This design comes from an exercise in tuning for small area and a short achievable clock period on the open sky130 flow, not from production work.
Only simulation tests tie the RTL to the original design; equivalence was not proved.

## flow/design.v (module list and top-level ports; edited modules follow where they fit)
// module ROTATING_VECTORING: 5480 lines
// module addc0: 20 lines
// module add01: 23 lines
module ROTATING_VECTORING(clk,xi,yi,xf,yf);
  // ...
==> flow/flow/run.sh <==
#!/bin/bash
# Own layout flow: the standard ORFS flow, with timing repair aimed at a
# slack margin below the clock period and stronger port buffers.
set -euo pipefail
export SETUP_SLACK_MARGIN=8.6
export BUFFER_PORTS_ARGS="-buffer_cell sky130_fd_sc_hd__buf_2"
export CTS_ARGS="-sink_clustering_enable -repair_clock_nets -dont_use_dummy_load -buf_list {sky130_fd_sc_hd__clkbuf_4 sky130_fd_sc_hd__clkbuf_8}"
bash standard.sh > standard_flow.log 2>&1
==> flow/standard.sh <==
#!/bin/bash
# synth_recipe.tcl (not shown) runs the flow's synth.tcl, then flattens the netlist and writes it again
# the make line also repeats each setting of config.mk as NAME=value (left out here)
make -C /OpenROAD-flow-scripts/flow DESIGN_CONFIG=/design/flow/config.mk WORK_HOME=/design/flow/orfs CLKGATE_MAP_FILE= SYNTH_SCRIPT=/design/flow/synth_recipe.tcl "${@:-finish}"
==> flow/config.mk <==
export PLATFORM = sky130hd
export DESIGN_NAME = ROTATING_VECTORING
export DESIGN_NICKNAME = ROTATING_VECTORING
export VERILOG_FILES = /design/flow/design.v
export SDC_FILE = /design/flow/constraint.sdc
export NUM_CORES = 4
export LEC_CHECK = 0
export CAP_MARGIN = 20
export CORE_MARGIN = 2
export CORE_UTILIZATION = 40
export SLEW_MARGIN = 20
export SYNTH_HIERARCHICAL = 1
==> flow/constraint.sdc <==
create_clock -name core_clock -period 12.0 [get_ports {clk}]
set_input_delay 2.4000 -clock core_clock [delete_from_list [all_inputs] [get_ports {clk}]]
set_output_delay 2.4000 -clock core_clock [all_outputs]
set_load 0.01 [all_outputs]
==> out/results.tsv, run 1 <==
stage	metric	value	unit
status	status	no timing/DRC/antenna violations	
detailed_routing	ant_nets	0	
placed_design	place.gp.congestion	0.836	
global_route	grt.busiest_layer	met2	
worst_setup_path	cp.arrival	1.08	ns
worst_setup_path	crit_path_start_kind	flip-flop	
synth	ys.warnings.count	7	
worst_setup_path	rr_worst_depth	12	
worst_setup_path	cp_max_fo	1	
die	rows	108	
timing	fmax	0.287	GHz
global_route	grt_pass1_vias	23900	
timing	period_needed	3.48	ns
timing	slew_viol_final	0	
worst_setup_path	crit_path_start	rx7r[5]$_DFF_P_	
detailed_routing	drt-initial-drc-count	866	
clock_network	ctsResizeCount	55	
global_route	met1_usage	0.203	
final_layout	final-instance-count-excl-fill	4984	
synth	synth_area_leaders	dfxtp_1, ha_1, xnor2_1, xor2_1, fa_1	
timing	rsz0062_at_grt	yes	
detailed_routing	top_layer_used	met4	
synth	synthDistinctLibCells	104	
final_layout	seq_cells	501	
==> run 2: changes to the inputs <==
--- a/flow/config.mk
+++ b/flow/config.mk
@@ -9,3 +9,3 @@
 export CORE_MARGIN = 2
-export CORE_UTILIZATION = 40
+export CORE_UTILIZATION = 50
 export SLEW_MARGIN = 20
==> run 2 against run 1 <==
  * First-iteration DRC count is 8.9% higher
  * Non-clock buffer count grew 5
  * Flip-flop and latch count is the same
  * Sequential share of layout area up 0.14 points
  * Utilization rose by 11 points
  * Highest routed layer unchanged
  * Area after synthesis is the same
  * Largest cell class unchanged
==> out/results.tsv, run 2 <==
stage	metric	value	unit	change
synth	syn_area	0.0347	mm²	unchanged
synth	synth_top_area_cell	dfxtp_1		unchanged
synth	yosys_register_bits	501		unchanged
die	die_w	267	µm	was 299 µm
clock_network	insertion_delay	0.68	ns	was 0.72 ns
worst_setup_path	cp.depth	1		unchanged
worst_setup_path	crit_chain	buf_6		unchanged
final_layout	final-instance-count-excl-fill	4762		was 4984
synth	ys_seq_area_frac	0.289		unchanged
clock_network	cts_tree	yes		unchanged
worst_setup_path	path_buf_inv	1		unchanged
global_route	grt.overflow.total	0		unchanged
global_route	gr-usage-all-layers	0.196		was 0.158
synth	ys.warnings.count	7		unchanged
clock_network	htree_levels	3		unchanged
detailed_routing	num_vias	24100		was 24300
die	die_h	267	µm	was 299 µm
timing	slew_viol_final	0		unchanged
worst_setup_path	criticalPathCategory	reg -> out		unchanged
final_layout	drive_above_1_share	0.111		was 0.108
final_layout	layout_common_cells	dfxtp_1, ha_1, xnor2_1		unchanged
synth	syn_area_per_cell	9.35	µm²	unchanged
placed_design	placed_cells	4628		was 4852
worst_setup_path	required	9.60	ns	about the same
placed_design	place_hpwl	55700	µm	was 56000 µm
detailed_routing	via_per_inst	5.06		was 4.87
flow_run	drv_cap	0		unchanged
final_layout	fillers	6325		was 8270
die	core	0.0687	mm²	was 0.0863 mm²
worst_setup_path	cp_max_fo	1		unchanged
detailed_routing	drc	0		unchanged
detailed_routing	first_pass_iters	5		unchanged
min_path	min_path_type	reg -> reg		unchanged
min_path	hold_depth	0		unchanged
synth	synth_most_common_cell	dfxtp_1		unchanged
clock_network	cts.sinks	501		unchanged
timing	relSlewSlack	0.352		was 0.403
clock_network	cts-root-buf	clkbuf_8		unchanged
timing	period_share	0.291		was 0.290
status	status	no timing/DRC/antenna violations		unchanged
global_route	antenna_found_initial	1		was 2
timing	final.setup_skew	0.0626	ns	was 0.108 ns
worst_setup_path	r2r_slack	8.68	ns	was 8.72 ns
clock_network	cts_max_path_buffers	3		unchanged
final_layout	multi_input_area	0.0236	mm²	was 0.0235 mm²
timing	fin_tns_setup	0	ns	unchanged
final_layout	nets	4420		was 4418
timing	fmax	0.286	GHz	was 0.287 GHz
timing	hold_violations	0		unchanged
worst_setup_path	max_stage_delay	0.31	ns	was 0.32 ns
synth	synthTopCellsByCount	dfxtp_1, ha_1, xnor2_1		unchanged
worst_setup_path	critPathTopFamily	flip-flops		unchanged
timing	tightest_slew	0.962	ns	was 0.894 ns
final_layout	final_common_cell	dfxtp_1		unchanged
synth	synthDistinctLibCells	104		unchanged
final_layout	area_growth	11.1	%	was 11.7%
timing	setup_viol	0		unchanged
placed_design	io_buffer_count	64		unchanged
global_route	grt_pass1_wl	115000	µm	was 118000 µm
timing	period_needed	3.49	ns	was 3.48 ns
detailed_routing	wirelength	70000	µm	was 70600 µm
timing	rsz0062_at_grt	yes		unchanged
die	dieArea	0.0715	mm²	was 0.0891 mm²
detailed_routing	drt-initial-drc-count	943		was 866
die	start_util	0.505		was 0.402
synth	synth_top_area_share	0.289		unchanged
worst_setup_path	worst_path_max_delay_cell	dfxtp_2		unchanged
detailed_routing	wl_per_cell	14.7	µm	was 14.2 µm
global_route	grt_pass1_vias	23800		was 23900
detailed_routing	ant_nets	0		unchanged
clock_network	numCtsBuffers	87		was 90
clock_network	path_clk_slew	0.05	ns	was 0.06 ns
worst_setup_path	worstSetupEndpointType	output pin		unchanged
worst_setup_path	cp.arrival	1.09	ns	was 1.08 ns
synth	syn_inst	3709		unchanged
worst_setup_path	crit_path_start_kind	flip-flop		unchanged
synth	synth_edf_count	0		unchanged
die	ios	65		unchanged
synth	synthFlopType	dfxtp_1		unchanged
placed_design	place.gp.congestion	0.874		was 0.836
final_layout	seq_area	0.0101	mm²	about the same
synth	ys_async_sr_fraction	0		unchanged
worst_setup_path	rr_worst_depth	12		unchanged
die	rows	96		was 108
global_route	grt_max_degree	39		unchanged
synth	synth_area_leaders	dfxtp_1, ha_1, xnor2_1, xor2_1, fa_1		unchanged
-- run 2: cell count changes in the layout (fill, tap and decap cells not counted), sizes merged --
cell	delta
inv	-2
bufbuf	-1
buf	+4
clkinvlp	+2
clkbuf	-1
-- run 2: timing repair --
item / CTS / global route
gates resized for setup: 46 / 102
cloned: 0 / 4
pin swaps: 8 / 31
hold buffers: 0 / 0
buffers inserted: 10 / 32
endpoints found under the setup margin: 109 / 96
-- run 2: final cells by class --
| class | instances | share of cell area |
|---|---|---|
| inverter | 382 | 0.0382 |
| antenna | 1 | 0.0000649 |
| tap | 931 | 0.0302 |
| multi-input combinational | 2734 | 0.612 |
| clock buffer | 87 | 0.0311 |
| sequential | 501 | 0.261 |
| timing repair buffer | 126 | 0.0275 |
-- run 2: cells by family after synthesis --
| group | after synthesis | synth area share |
|---|---|---|
| AO/OA/AOI/OAI | 750 | 0.143 |
| XOR/XNOR | 696 | 0.177 |
| adder cells (fa/ha/maj) | 560 | 0.223 |
| buffers and inverters | 476 | 0.0526 |
| flip-flops | 501 | 0.289 |
| multiplexers | 58 | 0.0192 |
| other | 2 | 0.000216 |
| AND/OR/NAND/NOR | 666 | 0.0963 |
-- run 2: path summary, 6_finish.rpt --
check	from	endpoint
max	rx7r[12]$_DFF_P_	xf[12]
min	vd2_1$_DFF_P_	vd3_1$_DFF_P_
max reg2reg	rx6r[6]$_DFF_P_	ry7r[14]$_DFF_P_
min reg2reg	vd2_1$_DFF_P_	vd3_1$_DFF_P_
-- run 2: modules after synthesis, one instance, submodules excluded --
module / flops+latches / area, µm² / cells
ROTATING_VECTORING: 501 / 32700 / 3431
addc0: 0 / 867 / 113
add01: 0 / 1170 / 165
-- run 2: per-stage QoR --
stage                     worst slack, ns  hold WS, ns   util  area [µm²]
after floorplan                      8.12        0.310      -       35100
after global placement               7.74        0.311  0.529       36300
after detailed placement             7.72        0.312  0.529       36300
after CTS                            8.42        0.320  0.550       37800
after global routing                 8.43        0.324  0.561       38500
final                                8.51        0.320  0.561       38500
-- run 2: layer usage --
| layer | track usage | vias up | wire length (µm) |
|---|---|---|---|
| met5 | 0 | - | 0 |
| met4 | 0.0702 | 0 | 1930 |
| met3 | 0.0261 | 109 | 2100 |
| met2 | 0.345 | 337 | 33300 |
| met1 | 0.245 | 10900 | 32700 |
| li1 | - | 12800 | - |
==> run 3: changes to the inputs <==
--- a/flow/flow/run.sh
+++ b/flow/flow/run.sh
@@ -4,3 +4,3 @@
 set -euo pipefail
-export SETUP_SLACK_MARGIN=8.6
+export SETUP_SLACK_MARGIN=8.4
 export BUFFER_PORTS_ARGS="-buffer_cell sky130_fd_sc_hd__buf_2"
--- a/flow/config.mk
+++ b/flow/config.mk
@@ -9,3 +9,3 @@
 export CORE_MARGIN = 2
-export CORE_UTILIZATION = 50
+export CORE_UTILIZATION = 40
 export SLEW_MARGIN = 20
==> run 3 against run 2 <==
  * Register-to-register slack lost 0.12 ns
  * Critical path depth is the same
  * Final area is 1.2% lower
  * Synthesized cell count unchanged
  * Worst hold slack got worse by 0.0025 ns
  * Maximum frequency fell by 0.25%
  * Utilization decreased by 12 points
  * First-iteration DRC count shrank 15%
  * Critical endpoint is now yf[2]
==> out/results.tsv, run 3 <==
stage	metric	value	unit	change
global_route	antenna_found_initial	2		was 1
min_path	hp-start	vd1_1$_DFF_P_		was vd2_1$_DFF_P_
synth	synth-compound-area-share	0.143		unchanged
die	start_util	0.402		was 0.505
synth	yosys_register_bits	501		unchanged
clock_network	insertion_delay	0.68	ns	about the same
global_route	gr-usage-all-layers	0.157		was 0.196
worst_setup_path	crit_chain	buf_2		was buf_6
synth	ys.warnings.count	7		unchanged
final_layout	final_common_cell	dfxtp_1		unchanged
timing	hold_violations	0		unchanged
worst_setup_path	required	9.60	ns	about the same
detailed_routing	drt-initial-drc-count	799		was 943
worst_setup_path	worstSetupEndpointType	output pin		unchanged
die	dieArea	0.0891	mm²	was 0.0715 mm²
synth	synth_top_area_cell	dfxtp_1		unchanged
synth	synth_edf_count	0		unchanged
synth	synth_adder_area_share	0.223		unchanged
clock_network	cts_tree	yes		unchanged
detailed_routing	wirelength	69700	µm	was 70000 µm
synth	syn_area	0.0347	mm²	unchanged
synth	syn_inst	3709		unchanged
placed_design	place_hpwl	56000	µm	was 55700 µm
worst_setup_path	critPathTopFamily	flip-flops		unchanged
worst_setup_path	path_buf_inv	1		unchanged
placed_design	io_buffer_count	64		unchanged
global_route	grt.overflow.total	0		unchanged
synth	synthMuxAreaShare	0.0192		unchanged
global_route	grt_pass1_vias	23600		was 23800
final_layout	drive_above_1_share	0.0873		was 0.111
die	core	0.0863	mm²	was 0.0687 mm²
detailed_routing	wl_per_cell	14.1	µm	was 14.7 µm
worst_setup_path	worst_path_max_delay_cell	dfxtp_1		was dfxtp_2
final_layout	final-instance-count-excl-fill	4957		was 4762
global_route	grt_pass1_wl	117000	µm	was 115000 µm
placed_design	placed_cells	4852		was 4628
min_path	hold_depth	0		unchanged
worst_setup_path	cp_max_fo	1		unchanged
synth	synthFlopType	dfxtp_1		unchanged
worst_setup_path	crit_path_start_kind	flip-flop		unchanged
timing	period_needed	3.50	ns	was 3.49 ns
synth	synthSimpleGateAreaFrac	0.0963		unchanged
die	rows	108		was 96
worst_setup_path	r2r-end	rx6r[15]$_DFF_P_		was ry7r[14]$_DFF_P_
final_layout	area_growth	9.79	%	was 11.1%
worst_setup_path	rr_worst_depth	12		unchanged
detailed_routing	num_vias	23900		was 24100
status	status	no timing/DRC/antenna violations		unchanged
synth	synthDistinctLibCells	104		unchanged
synth	synth_top_area_share	0.289		unchanged
detailed_routing	first_pass_iters	5		unchanged
synth	synth_top_family_by_area	adder cells		unchanged
clock_network	cts-root-buf	clkbuf_8		unchanged
worst_setup_path	r2r-start	ry5r[1]$_DFF_P_		was rx6r[6]$_DFF_P_
timing	final.setup_skew	0.0709	ns	was 0.0626 ns
die	ios	65		unchanged
timing	period_share	0.292		was 0.291
worst_setup_path	crit_path_start	ry7r[2]$_DFF_P_		was rx7r[12]$_DFF_P_
placed_design	place.gp.congestion	0.830		was 0.874
clock_network	numCtsBuffers	90		was 87
detailed_routing	via_per_inst	4.82		was 5.06
timing	rsz0062_at_grt	yes		unchanged
flow_run	drv_cap	0		unchanged
synth	ys_seq_area_frac	0.289		unchanged
min_path	min_to	vd2_1$_DFF_P_		was vd3_1$_DFF_P_
synth	synth_most_common_cell	dfxtp_1		unchanged
timing	tightest_slew	0.934	ns	was 0.962 ns
detailed_routing	drc	0		unchanged
final_layout	nets	4391		was 4420
clock_network	cts_max_path_buffers	3		unchanged
clock_network	cts.sinks	501		unchanged
final_layout	layout_common_cells	dfxtp_1, ha_1, xnor2_1		unchanged
synth	synth_area_leaders	dfxtp_1, ha_1, xnor2_1, xor2_1, fa_1		unchanged
die	die_w	299	µm	was 267 µm
clock_network	path_clk_slew	0.06	ns	was 0.05 ns
timing	slew_viol_final	0		unchanged
min_path	min_path_type	reg -> reg		unchanged
synth	synthXorXnorAreaFrac	0.177		unchanged
worst_setup_path	cp.arrival	1.10	ns	was 1.09 ns
final_layout	final_core_util	0.441		was 0.561
synth	ys_async_sr_fraction	0		unchanged
synth	synthTopCellsByCount	dfxtp_1, ha_1, xnor2_1		unchanged
die	die_h	299	µm	was 267 µm
timing	relSlewSlack	0.377		was 0.352
synth	syn_area_per_cell	9.35	µm²	unchanged
global_route	grt_max_degree	39		unchanged
clock_network	htree_levels	3		unchanged
timing	fmax	0.286	GHz	about the same
worst_setup_path	max_stage_delay	0.32	ns	was 0.31 ns
timing	fin_tns_setup	0	ns	unchanged
worst_setup_path	r2r_slack	8.56	ns	was 8.68 ns
final_layout	fillers	8380		was 6325
worst_setup_path	criticalPathCategory	reg -> out		unchanged
detailed_routing	ant_nets	0		unchanged
timing	setup_viol	0		unchanged
run 3: cell counts after synthesis:
Identical to the previous run, type by type.
run 3: per-stage QoR:
stage	hold slack, ns	cell area [µm²]	worst slack (ns)
3_3_place_gp	0.312	36600	7.73
6_report	0.317	38100	8.50
4_1_cts	0.318	37900	8.41
5_1_grt	0.325	38100	8.28
3_5_place_dp	0.317	36600	7.71
2_1_floorplan	0.310	35100	8.12
run 3: cell type report:
cell class,instances,area [µm²],share of cell area
Clock buffer,90,1240,0.0325
Timing Repair Buffer,94,631,0.0166
Antenna cell,1,2.50,0.0000657
Sequential cell,501,10000,0.264
Multi-Input combinational cell,2734,23300,0.611
Tap cell,1155,1450,0.0379
Inverter,382,1470,0.0385
run 3: repair_timing:
item	in CTS	in global routing
hold buffers	0	0
pin swaps	0	3
gates cloned	0	1
setup endpoints to repair	37	47
setup buffers	1	12
gates resized for setup	13	26
run 3: cells by family after synthesis:
family / Yosys count
xor+xnor: 696
compound gates: 750
fa+ha+maj: 560
mux: 58
other cells: 2
simple gates: 666
buf+inv: 476
flops: 501
run 3: Yosys stat by module (local to each module, per instance):
module              cells  cell area (µm²)  flip-flops and latches
add01                 165             1170                       0
addc0                 113              867                       0
ROTATING_VECTORING   3431            32700                     501
run 3: metal layers:
layer,vias up,GRT usage,share of wire
li1,12700,-,-
met1,10700,0.201,0.48
met2,307,0.269,0.46
met3,111,0.0227,0.033
met4,0,0.0535,0.028
met5,-,0,0
run 3: worst max path at each step:
stage	cells past startpoint	end
2_1_floorplan	10	c0[10]$_DFF_P_
3_3_place_gp	11	c0[10]$_DFF_P_
3_5_place_dp	11	c0[10]$_DFF_P_
4_1_cts	1	yf[2]
5_1_grt	12	rx6r[15]$_DFF_P_
6_report	1	yf[2]
==> run 4: changes to the inputs <==
==> flow/flow/run.sh (replaced) <==
#!/bin/bash
# Own layout flow: the standard ORFS flow, with timing repair aimed at a
# slack margin below the clock period and stronger port buffers.
set -euo pipefail
export SETUP_SLACK_MARGIN=8.4
export BUFFER_PORTS_ARGS="-buffer_cell sky130_fd_sc_hd__buf_2"
export CTS_ARGS="-sink_clustering_enable -repair_clock_nets -dont_use_dummy_load -sink_clustering_size 16 -sink_clustering_max_diameter 50 -buf_list {sky130_fd_sc_hd__clkbuf_4 sky130_fd_sc_hd__clkbuf_8}"
bash standard.sh > standard_flow.log 2>&1
==> run 4 against run 3 <==
  * Final area decreased by 0.95%
  * Wire length decreased by 0.98%
  * Clock skew increased by 0.0064 ns
  * Final cell count decreased by 0.56%
  * Worst setup slack got worse by 0.045 ns
  * Non-clock buffer count decreased by 8
  * Register-to-register slack improved by 0.02 ns
  * Maximum frequency decreased by 1.3%
  * Worst hold slack got worse by 0.037 ns
  * Sequential share of layout area increased by 0.25 points
  * Critical endpoint is now a0[15]$_DFF_P_
==> out/results.tsv, run 4 <==
stage	metric	value	unit	change
worst_setup_path	crit_chain	buf_2, inv_1, ha_1, a21oi_2, o21ai_1, nor2b_1, a31oi_1, or3b_1		was buf_2
synth	synthTopCellsByCount	dfxtp_1, ha_1, xnor2_1		unchanged
detailed_routing	drc	0		unchanged
worst_setup_path	cp.arrival	4.08	ns	was 1.10 ns
die	die_w	299	µm	unchanged
placed_design	io_buffer_count	64		unchanged
worst_setup_path	worstSetupEndpointType	flip-flop		was output pin
worst_setup_path	worst_path_max_delay_cell	ha_1		was dfxtp_1
synth	synth_most_common_cell	dfxtp_1		unchanged
final_layout	area_growth	8.76	%	was 9.79%
worst_setup_path	required	12.54	ns	was 9.60 ns
synth	ys.warnings.count	7		unchanged
synth	synthDistinctLibCells	104		unchanged
synth	synth_edf_count	0		unchanged
worst_setup_path	cp_max_fo	7		was 1
global_route	grt.overflow.total	0		unchanged
clock_network	cts-hold-fix-buffers	0		unchanged
synth	synth_top_area_share	0.289		unchanged
global_route	grt_max_degree	39		unchanged
final_layout	drive_above_1_share	0.0806		was 0.0873
flow_run	drv_cap	0		unchanged
global_route	antenna_found_initial	2		unchanged
placed_design	placed_cells	4852		unchanged
final_layout	layout_common_cells	dfxtp_1, ha_1, xnor2_1		unchanged
clock_network	cts.sinks	501		unchanged
synth	synth_area_leaders	dfxtp_1, ha_1, xnor2_1, xor2_1, fa_1		unchanged
timing	period_needed	3.54	ns	was 3.50 ns
detailed_routing	via_per_inst	4.83		was 4.82
synth	yosys_register_bits	501		unchanged
clock_network	cts-root-buf	clkbuf_8		unchanged
min_path	min_path_type	reg -> reg		unchanged
synth	ys_async_sr_fraction	0		unchanged
worst_setup_path	crit_path_start_kind	primary input		was flip-flop
die	rows	108		unchanged
timing	setup_viol	0		unchanged
placed_design	place.gp.congestion	0.830		unchanged
detailed_routing	wl_per_cell	14.0	µm	was 14.1 µm
detailed_routing	first_pass_iters	5		unchanged
clock_network	cts_max_path_buffers	3		unchanged
die	die_h	299	µm	unchanged
clock_network	path_clk_slew	0.06	ns	about the same
worst_setup_path	criticalPathCategory	in -> reg		was reg -> out
synth	syn_inst	3709		unchanged
global_route	grt_pass1_vias	23400		was 23600
detailed_routing	wirelength	69100	µm	was 69700 µm
final_layout	final_cell_area	0.0377	mm²	was 0.0381 mm²
timing	fin_tns_setup	0	ns	unchanged
timing	tightest_slew	0.964	ns	was 0.934 ns
synth	ys_seq_area_frac	0.289		unchanged
placed_design	dpl-instance-area	0.0366	mm²	unchanged
clock_network	cts_tree	yes		unchanged
worst_setup_path	max_stage_delay	0.40	ns	was 0.32 ns
status	status	no timing/DRC/antenna violations		unchanged
detailed_routing	ant_nets	0		unchanged
final_layout	final_common_cell	dfxtp_1		unchanged
timing	relSlewSlack	0.353		was 0.377
timing	final.setup_skew	0.0773	ns	was 0.0709 ns
timing	hold_violations	0		unchanged
clock_network	htree_levels	3		unchanged
final_layout	final_core_util	0.437		was 0.441
timing	period_share	0.295		was 0.292
final_layout	nets	4362		was 4391
worst_setup_path	critPathTopFamily	compound AO/OA/AOI/OAI gates		was flip-flops
final_layout	final-instance-count-excl-fill	4929		was 4957
placed_design	place_hpwl	56000	µm	unchanged
synth	synth_top_area_cell	dfxtp_1		unchanged
detailed_routing	drt-initial-drc-count	819		was 799
synth	synthFlopType	dfxtp_1		unchanged
die	dieArea	0.0891	mm²	unchanged
worst_setup_path	path_buf_inv	2		was 1
global_route	grt_pass1_wl	116000	µm	was 117000 µm
synth	syn_area	0.0347	mm²	unchanged
clock_network	numCtsBuffers	69		was 90
detailed_routing	num_vias	23800		was 23900
timing	rsz0062_at_grt	yes		unchanged
die	ios	65		unchanged
die	core	0.0863	mm²	unchanged
timing	fmax	0.282	GHz	was 0.286 GHz
clock_network	insertion_delay	0.63	ns	was 0.68 ns
global_route	gr-usage-all-layers	0.156		was 0.157
synth	syn_area_per_cell	9.35	µm²	unchanged
die	start_util	0.402		unchanged
timing	slew_viol_final	0		unchanged
==> run 4: cell types whose count changed in the layout (fill, tap and decap cells not counted), sizes merged <==
cell / previous run / this run
clkbuf: 92 / 70
diode: 1 / 2
buf: 92 / 85
==> run 4: through the flow <==
stage	hold slack, ns	worst slack (ns)
2_1_floorplan	0.310	8.12
3_3_place_gp	0.312	7.73
3_5_place_dp	0.317	7.71
4_1_cts	0.277	8.40
5_1_grt	0.288	8.28
6_report	0.280	8.46
==> run 4: routing by layer <==
| metal | part of all wire | up-vias | GRT usage | wire, µm |
|---|---|---|---|---|
| li1 | - | 12700 | - | - |
| met1 | 0.48 | 10800 | 0.200 | 33400 |
| met2 | 0.46 | 275 | 0.269 | 31900 |
| met3 | 0.025 | 108 | 0.0206 | 1740 |
| met4 | 0.030 | 0 | 0.0500 | 2070 |
| met5 | 0 | - | 0 | 0 |
==> run 4: cell type report <==
class                      instances  area, µm²
fill                            8387      48600
timing repair buffer              86        553
inverter                         382       1470
tap                             1155       1450
multi-input combinational       2734      23300
sequential                       501      10000
antenna                            2       5.00
clock buffer                      69        950
==> run 4: repair_timing <==
action	CTS	global route
setup endpoints to repair	39	42
pin swaps	0	4
buffers inserted	1	5
resized for setup	15	26
==> run 4: modules after synthesis (local to each module, per instance) <==
module	cell area (µm²)	flip-flops and latches	cells inside	copies in the design
add01	1170	0	165	1
ROTATING_VECTORING	32700	501	3431	1
addc0	867	0	113	1
==> run 4: final timing paths <==
check | start | endpoint | slack [ns] | depth (start not counted)
max | yi[12] | a0[15]$_DFF_P_ | 8.46 | 8
min | vd2_2$_DFF_P_ | vd3_2$_DFF_P_ | 0.28 | 0
max reg2reg | ry5r[1]$_DFF_P_ | rx6r[15]$_DFF_P_ | 8.58 | 12
min reg2reg | vd2_2$_DFF_P_ | vd3_2$_DFF_P_ | 0.28 | 0
==> run 4: cells by family (layout without fill, tap and decap cells) <==
| group | Yosys count | count (layout) | synth area share |
|---|---|---|---|
| DFF | 501 | 501 | 0.289 |
| other | 2 | 6 | 0.000216 |
| xor gates and xnor gates | 696 | 696 | 0.177 |
| muxes | 58 | 58 | 0.0192 |
| and+or+nand+nor | 666 | 666 | 0.0963 |
| adders and majority gates | 560 | 560 | 0.223 |
| buffers and inverters | 476 | 537 | 0.0526 |
| AOI/OAI and AO/OA | 750 | 750 | 0.143 |
==> run 5: changes to the inputs <==
==> flow/flow/run.sh (replaced) <==
#!/bin/bash
# Own layout flow: the standard ORFS flow, with timing repair aimed at a
# slack margin below the clock period and stronger port buffers.
set -euo pipefail
export SETUP_SLACK_MARGIN=8.4
export BUFFER_PORTS_ARGS="-buffer_cell sky130_fd_sc_hd__buf_2"
export CTS_ARGS="-sink_clustering_enable -repair_clock_nets -dont_use_dummy_load -sink_clustering_size 12 -sink_clustering_max_diameter 50 -buf_list {sky130_fd_sc_hd__clkbuf_4 sky130_fd_sc_hd__clkbuf_8}"
bash standard.sh > standard_flow.log 2>&1
==> run 5 against run 4 <==
  * Still clean
  * Worst setup slack improved by 0.0049 ns
  * Synthesized cell count stayed put
  * Clock skew up 0.0069 ns
  * Sequential share of layout area about the same
==> out/results.tsv, run 5 <==
stage	metric	value	unit	change
final_layout	layout_common_cells	dfxtp_1, ha_1, xnor2_1		unchanged
timing	setup_viol	0		unchanged
detailed_routing	wl_per_cell	14.0	µm	about the same
die	ios	65		unchanged
timing	rsz0062_at_grt	yes		unchanged
placed_design	place.gp.congestion	0.830		unchanged
worst_setup_path	criticalPathCategory	in -> reg		unchanged
detailed_routing	num_vias	23800		about the same
die	die_h	299	µm	unchanged
timing	tightest_slew	0.963	ns	was 0.964 ns
die	start_util	0.402		unchanged
detailed_routing	wirelength	69300	µm	was 69100 µm
status	status	no timing/DRC/antenna violations		unchanged
global_route	grtUsageMet3	0.0213		was 0.0206
detailed_routing	ant_nets	0		unchanged
worst_setup_path	worstSetupEndpointType	flip-flop		unchanged
clock_network	cts-hold-fix-buffers	0		unchanged
clock_network	cts.sinks	501		unchanged
synth	synth_top_area_cell	dfxtp_1		unchanged
final_layout	area_growth	8.82	%	was 8.76%
synth	yosys_register_bits	501		unchanged
worst_setup_path	required	12.54	ns	about the same
final_layout	nets	4364		was 4362
final_layout	drive_above_1_share	0.0808		was 0.0806
global_route	grt_pass1_wl	116000	µm	about the same
clock_network	cts-root-buf	clkbuf_8		unchanged
timing	fin_tns_setup	0	ns	unchanged
clock_network	path_clk_slew	0.07	ns	was 0.06 ns
timing	relSlewSlack	0.353		about the same
timing	slew_viol_final	0		unchanged
synth	synthMuxAreaShare	0.0192		unchanged
detailed_routing	drc	0		unchanged
flow_run	drv_cap	0		unchanged
synth	ys_seq_area_frac	0.289		unchanged
global_route	grt.busiest_layer	met2		unchanged
synth	ys_async_sr_fraction	0		unchanged
final_layout	fillers	8391		was 8387
clock_network	cts_tree	yes		unchanged
synth	synth_edf_count	0		unchanged
synth	synthTopCellsByCount	dfxtp_1, ha_1, xnor2_1		unchanged
worst_setup_path	cp_max_fo	7		unchanged
global_route	met1_usage	0.201		was 0.200
clock_network	htree_levels	3		unchanged
die	core	0.0863	mm²	unchanged
global_route	use_met2	0.269		about the same
synth	synthSimpleGateAreaFrac	0.0963		unchanged
timing	hold_violations	0		unchanged
global_route	grt_max_degree	39		unchanged
timing	period_share	0.295		about the same
synth	ys.warnings.count	7		unchanged
placed_design	io_buffer_count	64		unchanged
timing	period_needed	3.54	ns	about the same
clock_network	insertion_delay	0.67	ns	was 0.63 ns
die	rows	108		unchanged
detailed_routing	drt-initial-drc-count	797		was 819
global_route	gr-usage-all-layers	0.156		about the same
worst_setup_path	r2r_slack	8.59	ns	was 8.58 ns
synth	synth_area_leaders	dfxtp_1, ha_1, xnor2_1, xor2_1, fa_1		unchanged
clock_network	numCtsBuffers	71		was 69
synth	synthXorXnorAreaFrac	0.177		unchanged
synth	synthFlopType	dfxtp_1		unchanged
die	dieArea	0.0891	mm²	unchanged
global_route	grt_pass1_vias	23500		was 23400
synth	synthDistinctLibCells	104		unchanged
synth	syn_area	0.0347	mm²	unchanged
die	die_w	299	µm	unchanged
final_layout	final_common_cell	dfxtp_1		unchanged
global_route	grt.overflow.total	0		unchanged
synth	synth-compound-area-share	0.143		unchanged
synth	synth_top_area_share	0.289		unchanged
detailed_routing	first_pass_iters	5		unchanged
synth	synth_top_family_by_area	adder cells		unchanged
synth	syn_inst	3709		unchanged
placed_design	post-place-ws	7.71	ns	unchanged
worst_setup_path	crit_path_start_kind	primary input		unchanged
timing	final.setup_skew	0.0842	ns	was 0.0773 ns
synth	synth_adder_area_share	0.223		unchanged
synth	synth_most_common_cell	dfxtp_1		unchanged
detailed_routing	via_per_inst	4.82		was 4.83
synth	syn_area_per_cell	9.35	µm²	unchanged
global_route	antenna_found_initial	2		unchanged
worst_setup_path	cp.arrival	4.08	ns	about the same
timing	layout_setup_ws	8.46	ns	about the same
min_path	min_path_type	reg -> reg		unchanged
placed_design	place_hpwl	56000	µm	unchanged
timing	fmax	0.283	GHz	was 0.282 GHz
clock_network	cts_max_path_buffers	3		unchanged
[run 5: cell count changes in the layout (fill, tap and decap cells not counted), sizes merged]
cell | before | now
clkbuf | 70 | 72
[run 5: cells by family (layout without fill, tap and decap cells)]
| kind of cell | Yosys count | after routing |
|---|---|---|
| buf+inv | 476 | 539 |
| fa+ha+maj | 560 | 560 |
| flops | 501 | 501 |
| mux | 58 | 58 |
| xor+xnor | 696 | 696 |
| compound gates | 750 | 750 |
| other cells | 2 | 6 |
| simple gates | 666 | 666 |
[run 5: critical path: stages]
cell and delay, ns:
buf_2 0.11, inv_1 0.05, ha_1 0.40, a21oi_2 0.22
o21ai_1 0.14, nor2b_1 0.16, a31oi_1 0.24, or3b_1 0.37
[run 5: repair_timing]
| item | in CTS | in global routing |
|---|---|---|
| cloned | 0 | 0 |
| hold endpoints to repair | 0 | 0 |
| endpoints found under the setup margin | 37 | 45 |
| gates resized for setup | 14 | 25 |
| buffers inserted | 1 | 5 |
| pin swaps | 0 | 4 |
[run 5: routing by layer]
layer | vias up | wire length (µm)
li1 | 12700 | -
met1 | 10700 | 33500
met2 | 270 | 32000
met3 | 107 | 1730
met4 | 0 | 2060
met5 | - | 0
[run 5: Yosys stat by module, one instance, submodules excluded]
module              flip-flops and latches  cell area (µm²)  copies in the design
ROTATING_VECTORING                     501            32700                     1
add01                                    0             1170                     1
addc0                                    0              867                     1
[run 5: metrics by stage]
step / hold WS [ns] / util / cell area, µm² / std cells
after global placement: 0.312 / 0.424 / 36600 / 4852
after global routing: 0.310 / 0.437 / 37800 / 4931
after CTS: 0.300 / 0.436 / 37600 / 4924
final: 0.305 / 0.437 / 37800 / 4931
after detailed placement: 0.317 / 0.424 / 36600 / 4852
after floorplan: 0.310 / - / 35100 / 3711
[run 5: path summary, 6_finish.rpt]
| path | from | end | depth (start not counted) |
|---|---|---|---|
| hold reg to reg | vd2_2$_DFF_P_ | vd3_2$_DFF_P_ | 0 |
| setup / recovery | yi[12] | a0[15]$_DFF_P_ | 8 |
| setup reg to reg | rx6r[4]$_DFF_P_ | ry7r[15]$_DFF_P_ | 13 |
| hold / removal | vd2_2$_DFF_P_ | vd3_2$_DFF_P_ | 0 |
[run 5: cell type report]
cell class                      instances  area (µm²)  area share
Multi-Input combinational cell       2734       23300       0.616
Sequential cell                       501       10000       0.266
Inverter                              382        1470      0.0388
Tap cell                             1155        1450      0.0383
Clock buffer                           71         977      0.0259
Timing Repair Buffer                   86         553      0.0146
Antenna cell                            2        5.00    0.000133
==> run 6: changes to the inputs <==
--- a/flow/flow/run.sh
+++ b/flow/flow/run.sh
@@ -4,3 +4,3 @@
 set -euo pipefail
-export SETUP_SLACK_MARGIN=8.4
+export SETUP_SLACK_MARGIN=8.6
 export BUFFER_PORTS_ARGS="-buffer_cell sky130_fd_sc_hd__buf_2"
==> run 6 against run 5 <==
  * Count of clock-buffer cells in the layout shrank 3
  * Clock skew grew 0.031 ns
  * Still clean on timing, DRC and antenna
  * Final area grew 1.6%
  * Final cell count grew 0.65%
  * Highest routed layer unchanged
  * Global-route usage is essentially flat
  * Critical path type is now reg -> out
==> out/results.tsv, run 6 <==
stage	metric	value	unit	change
status	status	no timing/DRC/antenna violations		unchanged
synth	syn_area	0.0347	mm²	unchanged
synth	synthTopCellsByCount	dfxtp_1, ha_1, xnor2_1		unchanged
worst_setup_path	worst_path_max_delay_cell	dfxtp_2		was ha_1
placed_design	place_hpwl	56000	µm	about the same
min_path	min_to	vd3_2$_DFF_P_		unchanged
clock_network	cts-hold-fix-buffers	0		unchanged
timing	fin_tns_setup	0	ns	unchanged
die	rows	108		unchanged
global_route	grt_max_degree	39		unchanged
worst_setup_path	r2r-end	ry7r[15]$_DFF_P_		unchanged
placed_design	io_buffer_count	64		unchanged
detailed_routing	wirelength	69600	µm	was 69300 µm
detailed_routing	drt-initial-drc-count	756		was 797
detailed_routing	ant_nets	0		unchanged
worst_setup_path	path_buf_inv	1		was 2
clock_network	path_clk_slew	0.07	ns	about the same
timing	relSlewSlack	0.407		was 0.353
synth	synthFlopType	dfxtp_1		unchanged
final_layout	final_cell_area	0.0384	mm²	was 0.0378 mm²
final_layout	final_common_cell	dfxtp_1		unchanged
timing	setup_viol	0		unchanged
clock_network	htree_levels	3		unchanged
die	ios	65		unchanged
worst_setup_path	cp_max_fo	1		was 7
timing	final.setup_skew	0.115	ns	was 0.0842 ns
timing	layout_setup_ws	8.52	ns	was 8.46 ns
min_path	hold_depth	0		unchanged
global_route	grt.overflow.total	0		unchanged
synth	syn_inst	3709		unchanged
worst_setup_path	crit_chain	buf_6		was buf_2, inv_1, ha_1, a21oi_2, o21ai_1, nor2b_1, a31oi_1, or3b_1
final_layout	nets	4395		was 4364
flow_run	drv_cap	0		unchanged
placed_design	place.gp.congestion	0.836		was 0.830
clock_network	insertion_delay	0.66	ns	was 0.67 ns
synth	yosys_register_bits	501		unchanged
synth	ys.warnings.count	7		unchanged
clock_network	cts-root-buf	clkbuf_8		unchanged
placed_design	dpl-instance-area	0.0366	mm²	about the same
min_path	min_path_type	reg -> reg		unchanged
clock_network	numCtsBuffers	68		was 71
worst_setup_path	cp.arrival	1.08	ns	was 4.08 ns
global_route	grt_pass1_vias	23600		was 23500
worst_setup_path	crit_path_start_kind	flip-flop		was primary input
clock_network	cts_tree	yes		unchanged
timing	rsz0062_at_grt	yes		unchanged
timing	fmax	0.287	GHz	was 0.283 GHz
die	core	0.0863	mm²	unchanged
worst_setup_path	rr_worst_depth	13		unchanged
detailed_routing	first_pass_iters	5		unchanged
synth	synth_most_common_cell	dfxtp_1		unchanged
detailed_routing	drc	0		unchanged
die	die_w	299	µm	unchanged
clock_network	cts_max_path_buffers	3		unchanged
synth	synth_top_area_share	0.289		unchanged
worst_setup_path	max_stage_delay	0.32	ns	was 0.40 ns
global_route	antenna_found_initial	2		unchanged
synth	ys_seq_area_frac	0.289		unchanged
worst_setup_path	r2r_slack	8.73	ns	was 8.59 ns
synth	synth_area_leaders	dfxtp_1, ha_1, xnor2_1, xor2_1, fa_1		unchanged
final_layout	final_core_util	0.444		was 0.437
min_path	hp-start	vd2_2$_DFF_P_		unchanged
placed_design	post-place-ws	7.74	ns	was 7.71 ns
synth	ys_async_sr_fraction	0		unchanged
timing	period_needed	3.48	ns	was 3.54 ns
die	die_h	299	µm	unchanged
worst_setup_path	criticalPathCategory	reg -> out		was in -> reg
final_layout	drive_above_1_share	0.101		was 0.0808
synth	synth_top_area_cell	dfxtp_1		unchanged
detailed_routing	wl_per_cell	14.0	µm	about the same
global_route	grt_pass1_wl	117000	µm	was 116000 µm
worst_setup_path	worstSetupEndpointType	output pin		was flip-flop
synth	synthDistinctLibCells	104		unchanged
global_route	gr-usage-all-layers	0.156		about the same
timing	period_share	0.290		was 0.295
final_layout	area_growth	10.6	%	was 8.82%
final_layout	layout_common_cells	dfxtp_1, ha_1, xnor2_1		unchanged
synth	syn_area_per_cell	9.35	µm²	unchanged
timing	slew_viol_final	0		unchanged
clock_network	cts.sinks	501		unchanged
worst_setup_path	r2r-start	rx6r[5]$_DFF_P_		was rx6r[4]$_DFF_P_
synth	synth_edf_count	0		unchanged
die	dieArea	0.0891	mm²	unchanged
worst_setup_path	required	9.60	ns	was 12.54 ns
timing	hold_violations	0		unchanged
detailed_routing	via_per_inst	4.85		was 4.82
die	start_util	0.402		unchanged
timing	tightest_slew	0.889	ns	was 0.963 ns
detailed_routing	num_vias	24100		was 23800
worst_setup_path	critPathTopFamily	flip-flops		was compound AO/OA/AOI/OAI gates
-- run 6: changes by cell type in the layout (fill, tap and decap cells not counted), sizes merged --
cell	previous run	this run
buf	85	118
clkbuf	72	70
diode	2	3
-- run 6: how the worst max path moves through the flow --
| stage | startpoint | to | slack [ns] | depth (start not counted) |
|---|---|---|---|---|
| 4_1_cts | ry7r[13]$_DFF_P_ | yf[13] | 8.44 | 1 |
| 2_1_floorplan | yi[0] | c0[10]$_DFF_P_ | 8.12 | 10 |
| 3_3_place_gp | yi[0] | c0[10]$_DFF_P_ | 7.75 | 11 |
| 6_report | ry7r[2]$_DFF_P_ | yf[2] | 8.52 | 1 |
| 3_5_place_dp | yi[0] | c0[14]$_DFF_P_ | 7.74 | 11 |
| 5_1_grt | rx7r[7]$_DFF_P_ | xf[7] | 8.45 | 1 |
-- run 6: routing by layer --
layer,vias up,part of all wire,wire length (µm),track usage
li1,12800,-,-,-
met1,10900,0.48,33200,0.202
met2,280,0.47,32500,0.270
met3,109,0.028,1920,0.0194
met4,0,0.029,2030,0.0505
met5,-,0,0,0
-- run 6: final cells by class --
type                    count  area, µm²
diodes                      3       7.51
clock buffers              68        936
fillers                  8294      48000
inverters                 382       1470
multi-input cells        2734      23500
flip-flops and latches    501      10100
well taps                1155       1450
repair buffers            120        991
-- run 6: stage by stage --
stage / cells / hold slack (ns)
floorplan: 3711 / 0.310
CTS: 4926 / 0.308
global route: 4963 / 0.314
global placement: 4852 / 0.313
finish: 4963 / 0.304
detailed placement: 4852 / 0.313
-- run 6: cells by family (layout without fill, tap and decap cells) --
group | count (synthesis) | after routing | share of synthesized area
compound gates | 750 | 750 | 0.143
xor+xnor | 696 | 696 | 0.177
fa+ha+maj | 560 | 560 | 0.223
buf+inv | 476 | 570 | 0.0526
flops | 501 | 501 | 0.289
mux | 58 | 58 | 0.0192
other cells | 2 | 7 | 0.000216
simple gates | 666 | 666 | 0.0963
-- run 6: timing repair --
| action | CTS | global route |
|---|---|---|
| cloned | 0 | 2 |
| buffers inserted | 6 | 32 |
| pin swaps | 8 | 17 |
| setup endpoints to repair | 102 | 105 |
| gates resized for setup | 59 | 77 |
-- run 6: modules after synthesis (local to each module, per instance) --
module | area, µm² | cells | flip-flops and latches | copies in the design
ROTATING_VECTORING | 32700 | 3431 | 501 | 1
add01 | 1170 | 165 | 0 | 1
addc0 | 867 | 113 | 0 | 1
==> run 7: changes to the inputs <==
==> flow/flow/run.sh (replaced) <==
#!/bin/bash
# Own layout flow: the standard ORFS flow, with timing repair aimed at a
# slack margin below the clock period and stronger port buffers.
set -euo pipefail
export SETUP_SLACK_MARGIN=8.6
export BUFFER_PORTS_ARGS="-buffer_cell sky130_fd_sc_hd__buf_2"
export CTS_ARGS="-sink_clustering_enable -repair_clock_nets -dont_use_dummy_load -root_buf sky130_fd_sc_hd__clkbuf_16 -tree_buf sky130_fd_sc_hd__clkbuf_16 -sink_clustering_size 12 -sink_clustering_max_diameter 50 -buf_list {sky130_fd_sc_hd__clkbuf_4 sky130_fd_sc_hd__clkbuf_8}"
bash standard.sh > standard_flow.log 2>&1
==> run 7 against run 6 <==
  * Area after synthesis unchanged
  * Clock skew decreased by 0.031 ns
  * Flip-flop and latch count unchanged
  * Via count increased by 0.74%
  * Utilization increased by 0.49 points
  * Worst setup slack got worse by 0.034 ns
  * Final area increased by 1.1%
==> out/results.tsv, run 7 <==
stage	metric	value	unit	change
final_layout	area_growth	11.8	%	was 10.6%
flow_run	drv_cap	0		unchanged
detailed_routing	num_vias	24200		was 24100
worst_setup_path	cp.arrival	4.02	ns	was 1.08 ns
synth	synth_top_area_share	0.289		unchanged
synth	synth_edf_count	0		unchanged
worst_setup_path	path_buf_inv	4		was 1
detailed_routing	first_pass_iters	5		unchanged
clock_network	insertion_delay	0.58	ns	was 0.66 ns
worst_setup_path	criticalPathCategory	in -> reg		was reg -> out
global_route	gr-usage-all-layers	0.157		was 0.156
clock_network	numCtsBuffers	68		unchanged
clock_network	cts_tree	yes		unchanged
global_route	antenna_found_initial	0		was 2
worst_setup_path	crit_path_start	yi[0]		was ry7r[2]$_DFF_P_
final_layout	drive_above_1_share	0.111		was 0.101
placed_design	place.gp.congestion	0.836		unchanged
die	start_util	0.402		unchanged
synth	synthFlopType	dfxtp_1		unchanged
detailed_routing	wirelength	70500	µm	was 69600 µm
worst_setup_path	cp_max_fo	3		was 1
worst_setup_path	r2r-start	rx6r[5]$_DFF_P_		unchanged
synth	synth_most_common_cell	dfxtp_1		unchanged
timing	slew_viol_final	0		unchanged
worst_setup_path	required	12.50	ns	was 9.60 ns
timing	period_needed	3.52	ns	was 3.48 ns
clock_network	htree_levels	3		unchanged
detailed_routing	ant_nets	0		unchanged
placed_design	io_buffer_count	64		unchanged
timing	final.setup_skew	0.0848	ns	was 0.115 ns
detailed_routing	wl_per_cell	14.1	µm	was 14.0 µm
timing	relSlewSlack	0.406		was 0.407
die	die_w	299	µm	unchanged
detailed_routing	drt-initial-drc-count	777		was 756
clock_network	cts.sinks	501		unchanged
global_route	grt_pass1_wl	117000	µm	about the same
clock_network	cts_max_path_buffers	3		unchanged
synth	synthDistinctLibCells	104		unchanged
detailed_routing	drc	0		unchanged
synth	synth_area_leaders	dfxtp_1, ha_1, xnor2_1, xor2_1, fa_1		unchanged
min_path	min_path_type	reg -> reg		unchanged
die	ios	65		unchanged
worst_setup_path	max_stage_delay	0.37	ns	was 0.32 ns
clock_network	cts-root-buf	clkbuf_16		was clkbuf_8
detailed_routing	via_per_inst	4.87		was 4.85
synth	syn_area	0.0347	mm²	unchanged
timing	rsz0062_at_grt	yes		unchanged
synth	synth_top_area_cell	dfxtp_1		unchanged
final_layout	layout_common_cells	dfxtp_1, ha_1, xnor2_1		unchanged
worst_setup_path	crit_chain	buf_12, inv_12, ha_4, inv_2, fa_2, nor2b_2, nor3_1, o31a_1, o21bai_1, xor2_1, inv_1		was buf_6
clock_network	path_clk_slew	0.08	ns	was 0.07 ns
timing	tightest_slew	0.889	ns	about the same
worst_setup_path	r2r_slack	8.74	ns	was 8.73 ns
die	core	0.0863	mm²	unchanged
worst_setup_path	critPathTopFamily	compound AO/OA/AOI/OAI gates		was flip-flops
synth	ys_async_sr_fraction	0		unchanged
timing	period_share	0.293		was 0.290
timing	fmax	0.284	GHz	was 0.287 GHz
placed_design	place_hpwl	56000	µm	unchanged
synth	syn_inst	3709		unchanged
global_route	grt_pass1_vias	23700		was 23600
timing	fin_tns_setup	0	ns	unchanged
synth	ys.warnings.count	7		unchanged
die	die_h	299	µm	unchanged
synth	yosys_register_bits	501		unchanged
final_layout	nets	4415		was 4395
min_path	hp-start	vd2_2$_DFF_P_		unchanged
timing	setup_viol	0		unchanged
worst_setup_path	crit_path_start_kind	primary input		was flip-flop
global_route	grt.overflow.total	0		unchanged
worst_setup_path	worstSetupEndpointType	flip-flop		was output pin
synth	synthTopCellsByCount	dfxtp_1, ha_1, xnor2_1		unchanged
final_layout	antenna_cells	0		was 3
timing	hold_violations	0		unchanged
synth	ys_seq_area_frac	0.289		unchanged
worst_setup_path	worst_path_max_delay_cell	fa_2		was dfxtp_2
final_layout	final_common_cell	dfxtp_1		unchanged
die	dieArea	0.0891	mm²	unchanged
status	status	no timing/DRC/antenna violations		unchanged
global_route	grt_max_degree	39		unchanged
timing	holdWs	0.304	ns	about the same
die	rows	108		unchanged
synth	syn_area_per_cell	9.35	µm²	unchanged
[run 7: changes by cell type in the layout (fill, tap and decap cells not counted), moves of 3 or more]
cell,before,now
buf_2,49,46
buf_4,43,64
clkbuf_16,2,13
clkbuf_8,68,59
diode_2,3,0
ha_1,435,429
ha_2,3,7
[run 7: metrics by stage]
stage	setup WS (ns)	instances	cell area (µm²)	utilization
floorplan	8.12	3711	35100	-
global placement	7.75	4852	36600	0.424
detailed placement	7.74	4852	36600	0.424
CTS	8.47	4937	38000	0.440
global route	8.44	4980	38800	0.449
finish	8.48	4980	38800	0.449
[run 7: per-module statistics from Yosys (local to each module, per instance)]
module,copies in the design,flip-flops and latches,cells inside
addc0,1,0,113
ROTATING_VECTORING,1,501,3431
add01,1,0,165
[run 7: what timing repair did]
item	in CTS	in global routing
gates cloned	0	4
pin swaps	15	29
hold buffers	0	0
gates resized for setup	68	97
setup buffers	17	39
setup endpoints to repair	107	112
[run 7: path summary, 6_finish.rpt]
| path | depth (start not counted) | to |
|---|---|---|
| hold / removal | 0 | vd3_2$_DFF_P_ |
| setup reg to reg | 13 | ry7r[15]$_DFF_P_ |
| setup / recovery | 11 | c0[10]$_DFF_P_ |
| hold reg to reg | 0 | vd3_2$_DFF_P_ |
[run 7: cell type report]
| class | count | area, µm² |
|---|---|---|
| Fill cell | 8257 | 47600 |
| Multi-Input combinational cell | 2734 | 23600 |
| Sequential cell | 501 | 10100 |
| Inverter | 382 | 1470 |
| Tap cell | 1155 | 1450 |
| Timing Repair Buffer | 140 | 1190 |
| Clock buffer | 68 | 1040 |
[run 7: per-layer routing]
metal	track usage	share of wire	up-vias
met1	0.202	0.47	11100
li1	-	-	12800
met4	0.0485	0.026	0
met2	0.271	0.47	284
met5	0	0	-
met3	0.0212	0.030	105
[run 7: kinds of logic (layout without fill, tap and decap cells)]
group	Yosys count	count (layout)	share of synthesized area
buffers and inverters	476	590	0.0526
XOR/XNOR	696	696	0.177
multiplexers	58	58	0.0192
flip-flops	501	501	0.289
AO/OA/AOI/OAI	750	750	0.143
adder cells (fa/ha/maj)	560	560	0.223
AND/OR/NAND/NOR	666	666	0.0963
other	2	4	0.000216
==> run 8: changes to the inputs <==
==> flow/flow/run.sh (replaced) <==
#!/bin/bash
# Own layout flow: the standard ORFS flow, with timing repair aimed at a
# slack margin below the clock period and stronger port buffers.
set -euo pipefail
export SETUP_SLACK_MARGIN=8.6
export BUFFER_PORTS_ARGS="-buffer_cell sky130_fd_sc_hd__buf_2"
export CTS_ARGS="-sink_clustering_enable -repair_clock_nets -dont_use_dummy_load -root_buf sky130_fd_sc_hd__clkbuf_16 -sink_clustering_size 12 -sink_clustering_max_diameter 50 -buf_list {sky130_fd_sc_hd__clkbuf_4 sky130_fd_sc_hd__clkbuf_8}"
bash standard.sh > standard_flow.log 2>&1
==> run 8 against run 7 <==
  * Die area is the same
  * Flip-flop and latch count is the same
  * Wire length is the same
  * Global-route usage is the same
  * Final cell count is the same
  * Critical endpoint unchanged
  * Critical path type unchanged
  * Critical path depth is the same
  * Register-to-register slack is essentially flat
  * Clock skew is the same
==> out/results.tsv, run 8 <==
stage	metric	value	unit	change
die	ios	65		unchanged
global_route	grt_max_degree	39		unchanged
die	start_util	0.402		unchanged
final_layout	seq_area	0.0101	mm²	unchanged
status	status	no timing/DRC/antenna violations		unchanged
clock_network	numCtsBuffers	68		unchanged
worst_setup_path	max_stage_delay	0.37	ns	about the same
global_route	grt_pass1_wl	117000	µm	unchanged
worst_setup_path	crit_path_start_kind	primary input		unchanged
timing	period_needed	3.52	ns	unchanged
worst_setup_path	criticalPathCategory	in -> reg		unchanged
final_layout	final_cell_area	0.0388	mm²	unchanged
die	rows	108		unchanged
clock_network	cts-root-buf	clkbuf_16		unchanged
synth	syn_inst	3709		unchanged
worst_setup_path	r2r_slack	8.74	ns	about the same
detailed_routing	wirelength	70500	µm	unchanged
flow_run	drv_cap	0		unchanged
final_layout	antenna_cells	0		unchanged
min_path	min_path_type	reg -> reg		unchanged
detailed_routing	via_per_inst	4.87		unchanged
clock_network	path_clk_slew	0.08	ns	about the same
worst_setup_path	path_buf_inv	4		unchanged
placed_design	place_hpwl	56000	µm	unchanged
synth	yosys_register_bits	501		unchanged
worst_setup_path	cp_max_fo	3		unchanged
final_layout	final_core_util	0.449		unchanged
min_path	hold_depth	0		unchanged
detailed_routing	drc	0		unchanged
synth	syn_area_per_cell	9.35	µm²	unchanged
placed_design	io_buffer_count	64		unchanged
final_layout	multi_input_area	0.0236	mm²	unchanged
die	dieArea	0.0891	mm²	unchanged
timing	hold_violations	0		unchanged
die	die_w	299	µm	unchanged
clock_network	cts_max_path_buffers	3		unchanged
synth	synth_top_area_cell	dfxtp_1		unchanged
global_route	gr-usage-all-layers	0.157		unchanged
detailed_routing	num_vias	24200		unchanged
final_layout	drive_above_1_share	0.111		unchanged
timing	relSlewSlack	0.406		unchanged
timing	slew_viol_final	0		unchanged
clock_network	insertion_delay	0.58	ns	about the same
timing	rsz0062_at_grt	yes		unchanged
placed_design	dpl-instance-area	0.0366	mm²	unchanged
synth	synthTopCellsByCount	dfxtp_1, ha_1, xnor2_1		unchanged
detailed_routing	wl_per_cell	14.1	µm	unchanged
die	die_h	299	µm	unchanged
timing	final.setup_skew	0.0848	ns	unchanged
synth	synth_edf_count	0		unchanged
timing	fmax	0.284	GHz	unchanged
worst_setup_path	worst_path_max_delay_cell	fa_2		unchanged
worst_setup_path	rr_worst_depth	13		unchanged
clock_network	cts.sinks	501		unchanged
final_layout	fillers	8257		unchanged
synth	synth_area_leaders	dfxtp_1, ha_1, xnor2_1, xor2_1, fa_1		unchanged
synth	ys.warnings.count	7		unchanged
die	core	0.0863	mm²	unchanged
synth	ys_seq_area_frac	0.289		unchanged
worst_setup_path	r2r-start	rx6r[5]$_DFF_P_		unchanged
final_layout	final_common_cell	dfxtp_1		unchanged
clock_network	htree_levels	3		unchanged
global_route	grt.overflow.total	0		unchanged
timing	fin_tns_setup	0	ns	unchanged
synth	ys_async_sr_fraction	0		unchanged
min_path	hp-start	vd2_2$_DFF_P_		unchanged
clock_network	cts-hold-fix-buffers	0		unchanged
detailed_routing	drt-initial-drc-count	777		unchanged
detailed_routing	first_pass_iters	5		unchanged
synth	synthDistinctLibCells	104		unchanged
worst_setup_path	crit_chain	buf_12, inv_12, ha_4, inv_2, fa_2, nor2b_2, nor3_1, o31a_1, o21bai_1, xor2_1, inv_1		unchanged
worst_setup_path	critPathTopFamily	compound AO/OA/AOI/OAI gates		unchanged
min_path	min_to	vd3_2$_DFF_P_		unchanged
synth	synthFlopType	dfxtp_1		unchanged
synth	synth_top_area_share	0.289		unchanged
worst_setup_path	required	12.50	ns	about the same
worst_setup_path	cp.arrival	4.02	ns	about the same
clock_network	cts_tree	yes		unchanged
worst_setup_path	r2r-end	ry7r[15]$_DFF_P_		unchanged
global_route	grt_pass1_vias	23700		unchanged
final_layout	area_growth	11.8	%	unchanged
synth	synth_most_common_cell	dfxtp_1		unchanged
final_layout	layout_common_cells	dfxtp_1, ha_1, xnor2_1		unchanged
global_route	antenna_found_initial	0		unchanged
placed_design	place.gp.congestion	0.836		unchanged
timing	period_share	0.293		unchanged
synth	syn_area	0.0347	mm²	unchanged
timing	setup_viol	0		unchanged
final_layout	nets	4415		unchanged
timing	tightest_slew	0.889	ns	unchanged
detailed_routing	ant_nets	0		unchanged
worst_setup_path	worstSetupEndpointType	flip-flop		unchanged
==> run 8: cell counts in the layout (fill, tap and decap cells not counted) <==
Identical to the previous run, type by type.
==> run 8: how the worst max path moves through the flow <==
stage / startpoint / endpoint / slack, ns / cells past startpoint
6_report: yi[0] / c0[10]$_DFF_P_ / 8.48 / 11
5_1_grt: yi[0] / c0[10]$_DFF_P_ / 8.44 / 11
4_1_cts: yi[0] / c0[14]$_DFF_P_ / 8.47 / 11
3_5_place_dp: yi[0] / c0[14]$_DFF_P_ / 7.74 / 11
3_3_place_gp: yi[0] / c0[10]$_DFF_P_ / 7.75 / 11
2_1_floorplan: yi[0] / c0[10]$_DFF_P_ / 8.12 / 10
==> run 8: worst register-to-register path: cells and delay by family, from the launching register on <==
kind            cells  cell delay (ns)
simple gates        3             0.81
xor+xnor            2             0.26
fa+ha+maj           1             0.41
flops               1             0.32
buf+inv             1             0.15
compound gates      6             1.17
==> run 8: kinds of logic after synthesis <==
| group | share of synthesized area |
|---|---|
| compound gates | 0.143 |
| xor+xnor | 0.177 |
| fa+ha+maj | 0.223 |
| buf+inv | 0.0526 |
| flops | 0.289 |
| mux | 0.0192 |
| other cells | 0.000216 |
| simple gates | 0.0963 |
==> run 8: metal layers <==
layer  vias to the layer above  share of wire  track usage
li1                      12800              -            -
met1                     11100           0.47        0.202
met2                       284           0.47        0.271
met3                       105          0.030       0.0212
met4                         0          0.026       0.0485
met5                         -              0            0
==> run 8: repair_timing <==
item	in CTS	in global routing
pin swaps	15	29
endpoints found under the hold margin	0	0
gates resized for setup	68	97
endpoints found under the setup margin	107	112
gates cloned	0	4
setup buffers	17	39
==> run 8: Yosys stat by module, one instance, submodules excluded <==
| module | times used | area (µm²) | flops+latches |
|---|---|---|---|
| ROTATING_VECTORING | 1 | 32700 | 501 |
| add01 | 1 | 1170 | 0 |
| addc0 | 1 | 867 | 0 |
==> run 8: per-stage QoR <==
| step | hold slack, ns | std cells | setup slack (ns) |
|---|---|---|---|
| global route | 0.314 | 4980 | 8.44 |
| global placement | 0.313 | 4852 | 7.75 |
| finish | 0.304 | 4980 | 8.48 |
| floorplan | 0.310 | 3711 | 8.12 |
| detailed placement | 0.313 | 4852 | 7.74 |
| CTS | 0.308 | 4937 | 8.47 |
==> run 8: cell type report <==
cell class                      count  share of cell area
Tap cell                         1155              0.0373
Multi-Input combinational cell   2734               0.608
Inverter                          382              0.0378
Sequential cell                   501               0.260
Clock buffer                       68              0.0267
Timing Repair Buffer              140              0.0306

## static timing again, ports no longer ideal
Ports are ideal in the flow. The routed layouts listed here were re-timed in OpenROAD.
Step 1: set_driving_cell puts a clkbuf_16 on clk and a buf_2 on each other input, an assumption about the parent block.
Step 2 adds t to the input delays and takes it off the output delays; t is the mean of the earliest and latest rising clock arrival at the registers after step 1. Input paths then give back, and output paths get back, about the clock's delay inside the block.
Three values: ideal ports, drivers, drivers and shift; two values: the first two.
run | shift t [ns] | setup slack, ns | worst data-port slew with drivers (ns)
run 1 | 0.715 | 8.518 / 8.455 / 7.905 | 0.04
run 2 | 0.697 | 8.509 / 8.455 / 7.859 | 0.06
run 3 | 0.714 | 8.501 / 8.438 / 7.828 | 0.04
run 4 | 0.675 | 8.456 / 8.451 / 7.823 | 0.04
run 5 | 0.678 | 8.461 / 8.429 / 7.825 | 0.04
run 6 | 0.689 | 8.517 / 8.452 / 7.920 | 0.06
run 7 | 0.616 | 8.483 / 8.503 / 7.887 | 0.06
run 8 | 0.616 | 8.483 / 8.503 / 7.887 | 0.06
After both steps every run listed still meets setup and hold. For run 3, which loses most, drivers alone change the setup slack by -0.063 ns; drivers and shift together by -0.673 ns.
